Context: an optimization exercise on an open-source flow, tuned for small area, a short achievable clock period and few clock cycles. The choices shown serve that exercise and are no tape-out recipe. Function was checked by simulation only, so behaviour that the tests miss may differ from the original. Power and IR drop assume default switching activity.

File: design/flow/run.sh
#!/bin/bash
# synth_recipe.tcl (not shown) runs the flow's synth.tcl, then flattens the netlist and writes it again
# the make line also repeats each setting of config.mk as NAME=value (left out here)
make -C /OpenROAD-flow-scripts/flow DESIGN_CONFIG=/design/flow/config.mk WORK_HOME=/design/flow/orfs CLKGATE_MAP_FILE= SYNTH_SCRIPT=/design/flow/synth_recipe.tcl finish
File: design/flow/config.mk
export PLATFORM = sky130hd
export DESIGN_NAME = multipler_top
export DESIGN_NICKNAME = multipler_top
export VERILOG_FILES = /design/flow/design.v
export SDC_FILE = /design/flow/constraint.sdc
export NUM_CORES = 4
export LEC_CHECK = 0
export CAP_MARGIN = 20
export CORE_MARGIN = 2
export CORE_UTILIZATION = 45
export SLEW_MARGIN = 20
File: design/flow/constraint.sdc
create_clock -name core_clock -period 10.0 [get_ports {clk_i}]
set_input_delay 2.0000 -clock core_clock [delete_from_list [all_inputs] [get_ports {clk_i}]]
set_output_delay 2.0000 -clock core_clock [all_outputs]
set_load 0.01 [all_outputs]
File: design/flow/design.v
module multipler_16x16 #(
    parameter integer BLOCK_LENGTH = 16
) (
    input  logic                        clk_i,           
    input  logic [BLOCK_LENGTH-1:0]     indata_a_i,      
    input  logic [BLOCK_LENGTH-1:0]     indata_b_i,      
    output logic [BLOCK_LENGTH*2-1:0]   outdata_r_o      
);
logic [BLOCK_LENGTH*2-1:0] result_buffer;
always_ff @(posedge clk_i) begin
    result_buffer <= indata_a_i * indata_b_i;
end
assign outdata_r_o = result_buffer;
endmodule
module multipler_top #(
    parameter integer DATA_LENGTH       = 64,
    parameter integer BLOCK_LENGTH      = 16,
    parameter integer LENGTH            = 16
) (
    input  logic                        clk_i,            
    input  logic                        rst_ni,           
    input  logic                        start_i,          
    output logic                        busy_o,           
    output logic                        finish_o,         
    input  logic [DATA_LENGTH-1:0]      indata_a_i,       
    input  logic [DATA_LENGTH-1:0]      indata_b_i,       
    output logic [DATA_LENGTH*2-1:0]    outdata_r_o       
);
localparam integer NUM_BLOCKS        = DATA_LENGTH / BLOCK_LENGTH;
localparam integer NUM_MULS          = NUM_BLOCKS * NUM_BLOCKS;
localparam logic [2:0] idle        = 3'd0;
localparam logic [2:0] init        = 3'd1;
localparam logic [2:0] compute_mul = 3'd2;
localparam logic [2:0] compute_acc = 3'd3;
localparam logic [2:0] compute_chk = 3'd4;
localparam logic [2:0] finish      = 3'd5;
logic [2:0] curr_state;
logic [2:0] next_state;
logic [LENGTH-1:0] a_counter;
logic [LENGTH-1:0] b_counter;
logic [LENGTH-1:0] r_counter;
logic [DATA_LENGTH-1:0] operand_a;
logic [DATA_LENGTH-1:0] operand_b;
logic [DATA_LENGTH*2-1:0] result;
logic [BLOCK_LENGTH-1:0] operand_a_block [NUM_BLOCKS-1:0];
logic [BLOCK_LENGTH-1:0] operand_b_block [NUM_BLOCKS-1:0];
generate
    for (genvar i=0; i<NUM_BLOCKS; i++) begin
        assign operand_a_block[i] = operand_a[BLOCK_LENGTH*i+:BLOCK_LENGTH];
        assign operand_b_block[i] = operand_b[BLOCK_LENGTH*i+:BLOCK_LENGTH];
    end
endgenerate
logic ctrl_update_operands;
logic ctrl_update_a_counter;
logic ctrl_update_b_counter;
logic ctrl_update_r_counter;
logic ctrl_update_result;
logic [BLOCK_LENGTH-1:0]    mul16_indata_a_i;   
logic [BLOCK_LENGTH-1:0]    mul16_indata_b_i;   
logic [BLOCK_LENGTH*2-1:0]  mul16_outdata_r_o;  
multipler_16x16 #(
    .BLOCK_LENGTH   (BLOCK_LENGTH)
) multipler_16x16_i (
    .clk_i          (clk_i),
    .indata_a_i     (mul16_indata_a_i),
    .indata_b_i     (mul16_indata_b_i),
    .outdata_r_o    (mul16_outdata_r_o)
);
always_comb begin
    mul16_indata_a_i = operand_a_block[a_counter];
    mul16_indata_b_i = operand_b_block[b_counter];
end
always_comb begin
    ctrl_update_operands = (curr_state == init);
    ctrl_update_a_counter = (curr_state == compute_chk);
    ctrl_update_b_counter = (curr_state == compute_chk);
    ctrl_update_r_counter = (curr_state == compute_chk);
    ctrl_update_result = (curr_state == compute_acc);
end
always_ff @(posedge clk_i) begin
    if (rst_ni == 0) begin
        curr_state <= idle;
    end 
    else begin
        curr_state <= next_state;
    end
end
always_comb begin
    next_state = curr_state;  
    case (curr_state)
        idle : begin
            if (start_i == 1) begin
                next_state = init;
            end
        end
        init : begin
            next_state = compute_mul;
        end
        compute_mul : begin
            next_state = compute_acc;
        end
        compute_acc : begin
            next_state = compute_chk;
        end
        compute_chk : begin
            if (r_counter == NUM_MULS-1) 
                next_state = finish;
            else 
                next_state = compute_mul;
        end
        finish : begin
            next_state = idle;
        end
        default : begin
            next_state = idle;
        end
    endcase
end
always_ff @(posedge clk_i) begin
    if (rst_ni == 0) begin
        operand_a <= 0;
    end 
    else if (ctrl_update_operands) begin
        operand_a <= indata_a_i;
    end
end
always_ff @(posedge clk_i) begin
    if (rst_ni == 0) begin
        operand_b <= 0;
    end 
    else if (ctrl_update_operands) begin
        operand_b <= indata_b_i;
    end
end
always_ff @(posedge clk_i) begin
    if (rst_ni == 0) begin
        a_counter <= 0;
    end 
    else if (ctrl_update_operands) begin
        a_counter <= 0;  
    end
    else if (ctrl_update_a_counter) begin
        a_counter <= (a_counter == NUM_BLOCKS-1) ? 0 : a_counter + 1;
    end
end
always_ff @(posedge clk_i) begin
    if (rst_ni == 0) begin
        b_counter <= 0;
    end 
    else if (ctrl_update_operands) begin
        b_counter <= 0;  
    end
    else if (ctrl_update_b_counter) begin
        b_counter <= (a_counter == NUM_BLOCKS-1) ? b_counter + 1 : b_counter;
    end
end
always_ff @(posedge clk_i) begin
    if (rst_ni == 0) begin
        r_counter <= 0;
    end 
    else if (ctrl_update_operands) begin
        r_counter <= 0;  
    end
    else if (ctrl_update_r_counter) begin
        r_counter <= r_counter + 1;
    end
end
always_ff @(posedge clk_i) begin
    if (rst_ni == 0) begin
        result <= 0;
    end 
    else if (ctrl_update_operands) begin
        result <= 0;  
    end
    else if (ctrl_update_result) begin
        result <= result + (mul16_outdata_r_o << (b_counter + a_counter)*BLOCK_LENGTH);
    end
end
assign busy_o = (curr_state != idle && curr_state != finish);
assign finish_o = (curr_state == finish);
assign outdata_r_o = result;
endmodule
==> out/qor.yml <==
critPathMaxStageDelay_ns: 0.70
finalMaxSlewViolations: 0
worstSetupStartpointType: "flip-flop"
cts_buffer_depth: 3
diodes: 0
worst_pin_slew_ns: 1.22
drtIter0Drc: 2362
drc: 0
gp_congestion: 1.00
grt_max_degree: 120
holdPathStages: 2
placementRows: 96
syn-cell-area_um2: 31100
synthFlopType: "dfxtp_1"
syn_area_per_cell_um2: 7.79
dieHeight_um: 267
start_util_pct: 45.4
synth-seq-cells: 339
fin_nets: 4707
synth_nets: 4573
ant_nets: 0
gr-total-overflow: 0
outcome: "finished clean"
worst_path_most_repeated_cell: "fa_1"
synth_edf_count: 0
finalSetupTns_ns: 0
fill_cells: 6788
leakage_uw: 0.0149
yosysSeqAreaShare_pct: 21.8
portBuffers: 260
rsz0062_at_grt: "false"
insertion_delay_ns: 0.61
hold_violations: 0
clock.fmax_mhz: 122
area_growth_pct: 15.0
relSlewSlack_pct: 16.6
period_share_pct: 82.2
instances_no_fill: 5036
finClkSkew_ns: 0.0355
synth_area_leader_cell: "dfxtp_1"
cts_tree: "built"
synth.area.top_cells: "dfxtp_1, fa_1, ha_1"
drv_cap: 0
drtPass1Iterations: 10
cp_num_cells: 29
pwr_density_cell_nw_per_um2: 100
hp-class: "flip-flop to flip-flop"
ios: 261
gr-usage-all-layers_pct: 29.6
grt_pass1_vias: 27584
cts_num_sinks: 339
crit_path_end_kind: "flip-flop"
peakVddDrop_v: 0.000118
synth_warnings: 4
rr_worst_depth: 29
path_class: "flip-flop to flip-flop"
critPathMaxFanout: 16
htree_levels: 2
path_buf_inv: 5
drive_above_1_share_pct: 4.26
cp.arrival_ns: 8.72
finalSetupViolCount: 0
grt_pass1_wl_um: 163000
cts-buffers-inserted: 42
coreArea_um2: 68500
antenna_found_initial: 0
crit_required_ns: 10.51
placed_cells: 4962
cts.clk_slew.worst_paths_ns: 0.06
min_period_ns: 8.22
vias_per_cell: 5.67
crit_family: "adder cells"
drt_wl_total_um: 106000
cts_setup_buffers: 0
syn_inst: 3990
netlist-cell-type-count: 79
dp_hpwl_um: 84000
cts-resized-gates: 0
wire_per_inst_um: 21.0
slowest_stage: "mux2i_1"
die-area_um2: 71200
dieWidth_um: 267
num_vias: 28568
async_flop_share_pct: 0
postCtsHoldBufs: 0
synth_top_cell_area_share_pct: 21.8
cts_root_buffer: "clkbuf_16"
-- cell type report --
cell class              count  area [µm²]  share of cell area, %
clock buffers              60        1200                   3.35
flip-flops and latches    339        6790                   19.0
repair buffers            300        2900                   8.11
well taps                 882        1100                   3.09
inverters                 304        1140                   3.19
multi-input cells        3137       22400                   62.6
clock inverters            14         251                  0.703
-- through the flow --
stage               power, µW  util, %  setup WS [ns]  area, µm²  hold slack (ns)
detailed placement       2010     50.1           1.89      34300            0.461
CTS                      3620     52.2           1.81      35800            0.469
finish                   3590     52.2           1.78      35800            0.467
global route             3730     52.2           1.29      35800            0.485
global placement         2010     50.1           2.03      34300            0.455
floorplan                1780        -           2.32      31100            0.440
-- sequential cells by signal, indices dropped and copies added (netlist names) --
name	flops
operand_a	64
a_counter	16
result	128
operand_b	64
r_counter	16
curr_state	3
b_counter	16
multipler_16x16_i.result_buffer	32
-- layout by cell type, fill, tap and decap left out, drive strengths merged, types with 11 or more instances in the layout --
cell type / instances
nor4: 16
dfxtp: 339
nand3: 54
or2: 17
and3: 20
nor3: 47
fa: 196
clkbuf: 60
a31oi: 18
a21boi: 145
nand4: 74
o21bai: 41
o21ai: 186
a21oi: 247
clkdlybuf4s50: 259
nor2: 382
o21a: 23
and2: 37
a222oi: 16
mux2: 17
inv: 304
a211oi: 16
a21o: 76
xor2: 88
buf: 41
ha: 256
nor2b: 96
xnor2: 109
mux2i: 41
o31ai: 11
nand2b: 27
nand2: 658
or3: 12
a22oi: 115
-- path summary, 6_finish.rpt --
kind                            slack (ns)                 startpoint                                     endpoint
worst max register to register        1.78  a_counter[0]$_SDFFE_PP0N_  multipler_16x16_i.result_buffer[31]$_DFF_P_
worst min-delay path                  0.47  operand_b[3]$_SDFFE_PN0P_                    operand_b[3]$_SDFFE_PN0P_
worst max-delay path                  1.78  a_counter[0]$_SDFFE_PP0N_  multipler_16x16_i.result_buffer[31]$_DFF_P_
worst min register to register        0.47  operand_b[3]$_SDFFE_PN0P_                    operand_b[3]$_SDFFE_PN0P_
-- report_power, final --
| part | internal [µW] | switching [µW] |
|---|---|---|
| sequential | 1410 | 52.5 |
| combinational | 190 | 339 |
| clock | 947 | 658 |
| total | 2540 | 1050 |
-- cell usage after synthesis (5+ instances only) --
| master | number |
|---|---|
| a2111oi_2 | 5 |
| a211oi_1 | 16 |
| a21boi_0 | 143 |
| a21o_1 | 76 |
| a21oi_1 | 247 |
| a222oi_1 | 16 |
| a22oi_1 | 115 |
| a31oi_1 | 18 |
| and2_1 | 37 |
| and3_1 | 20 |
| buf_1 | 5 |
| buf_2 | 12 |
| buf_6 | 6 |
| clkbuf_1 | 186 |
| dfxtp_1 | 339 |
| fa_1 | 196 |
| ha_1 | 256 |
| inv_1 | 303 |
| mux2_2 | 17 |
| mux2i_1 | 41 |
| nand2_1 | 656 |
| nand2b_1 | 27 |
| nand3_1 | 54 |
| nand4_1 | 74 |
| nor2_1 | 379 |
| nor2b_1 | 95 |
| nor3_1 | 46 |
| nor3b_1 | 7 |
| nor4_1 | 15 |
| o211ai_1 | 9 |
| o21a_1 | 23 |
| o21ai_0 | 163 |
| o21ai_1 | 21 |
| o21bai_1 | 41 |
| o221ai_1 | 7 |
| o31ai_1 | 9 |
| o41ai_1 | 5 |
| or2_2 | 14 |
| or3_1 | 12 |
| or4_1 | 5 |
| xnor2_1 | 109 |
| xor2_1 | 88 |
-- logic make-up (layout without fill, tap and decap cells) --
group / count (synthesis) / in the layout / share of synthesized area (%)
buf+inv: 514 / 678 / 6.40
fa+ha+maj: 452 / 452 / 22.9
compound gates: 971 / 971 / 20.5
flops: 339 / 339 / 21.8
mux: 58 / 58 / 1.94
simple gates: 1459 / 1459 / 20.8
xor+xnor: 197 / 197 / 5.55
-- layer usage --
metal | vias up | track usage [%] | share of wire [%]
li1 | 13875 | - | -
met1 | 13631 | 38.6 | 43
met2 | 888 | 49.8 | 47
met3 | 174 | 4.60 | 6.2
met4 | 0 | 9.93 | 3.6
met5 | - | 0 | 0
-- worst register-to-register path, delay by kind of cell (launching register included) --
kind,cells,cell delay (ns)
buf+inv,5,0.29
flops,1,0.45
simple gates,4,0.55
fa+ha+maj,8,3.85
mux,1,0.70
compound gates,10,2.14
xor+xnor,1,0.12
Testbench counts, summed over its fixed seeds: cycles 122,400.

## what the ideal ports hide
Ports are ideal in the flow. The routed layout listed here was re-timed in OpenROAD.
Step 1: set_driving_cell puts a clkbuf_16 on clk_i and a buf_2 on each other input, an assumption about the parent block.
Step 2 adds t to the input delays and takes it off the output delays; t is the mean of the earliest and latest rising clock arrival at the registers after step 1. Input paths then give back, and output paths get back, about the clock's delay inside the block.
Slacks: no drivers / after step 1 / after step 2; pairs: no drivers / after step 1.
t, ns: 0.651
slack for setup (ns): 1.782 / 1.782 / 1.782
worst setup path after step 2: register to register
slew at the worst register clock pin (ns): 0.06 / 0.06
worst slew at a driven data input, ns: 0.06
After both steps this run still meets setup and hold. For this run, drivers alone change the setup slack by 0.000 ns; drivers and shift together by 0.000 ns.
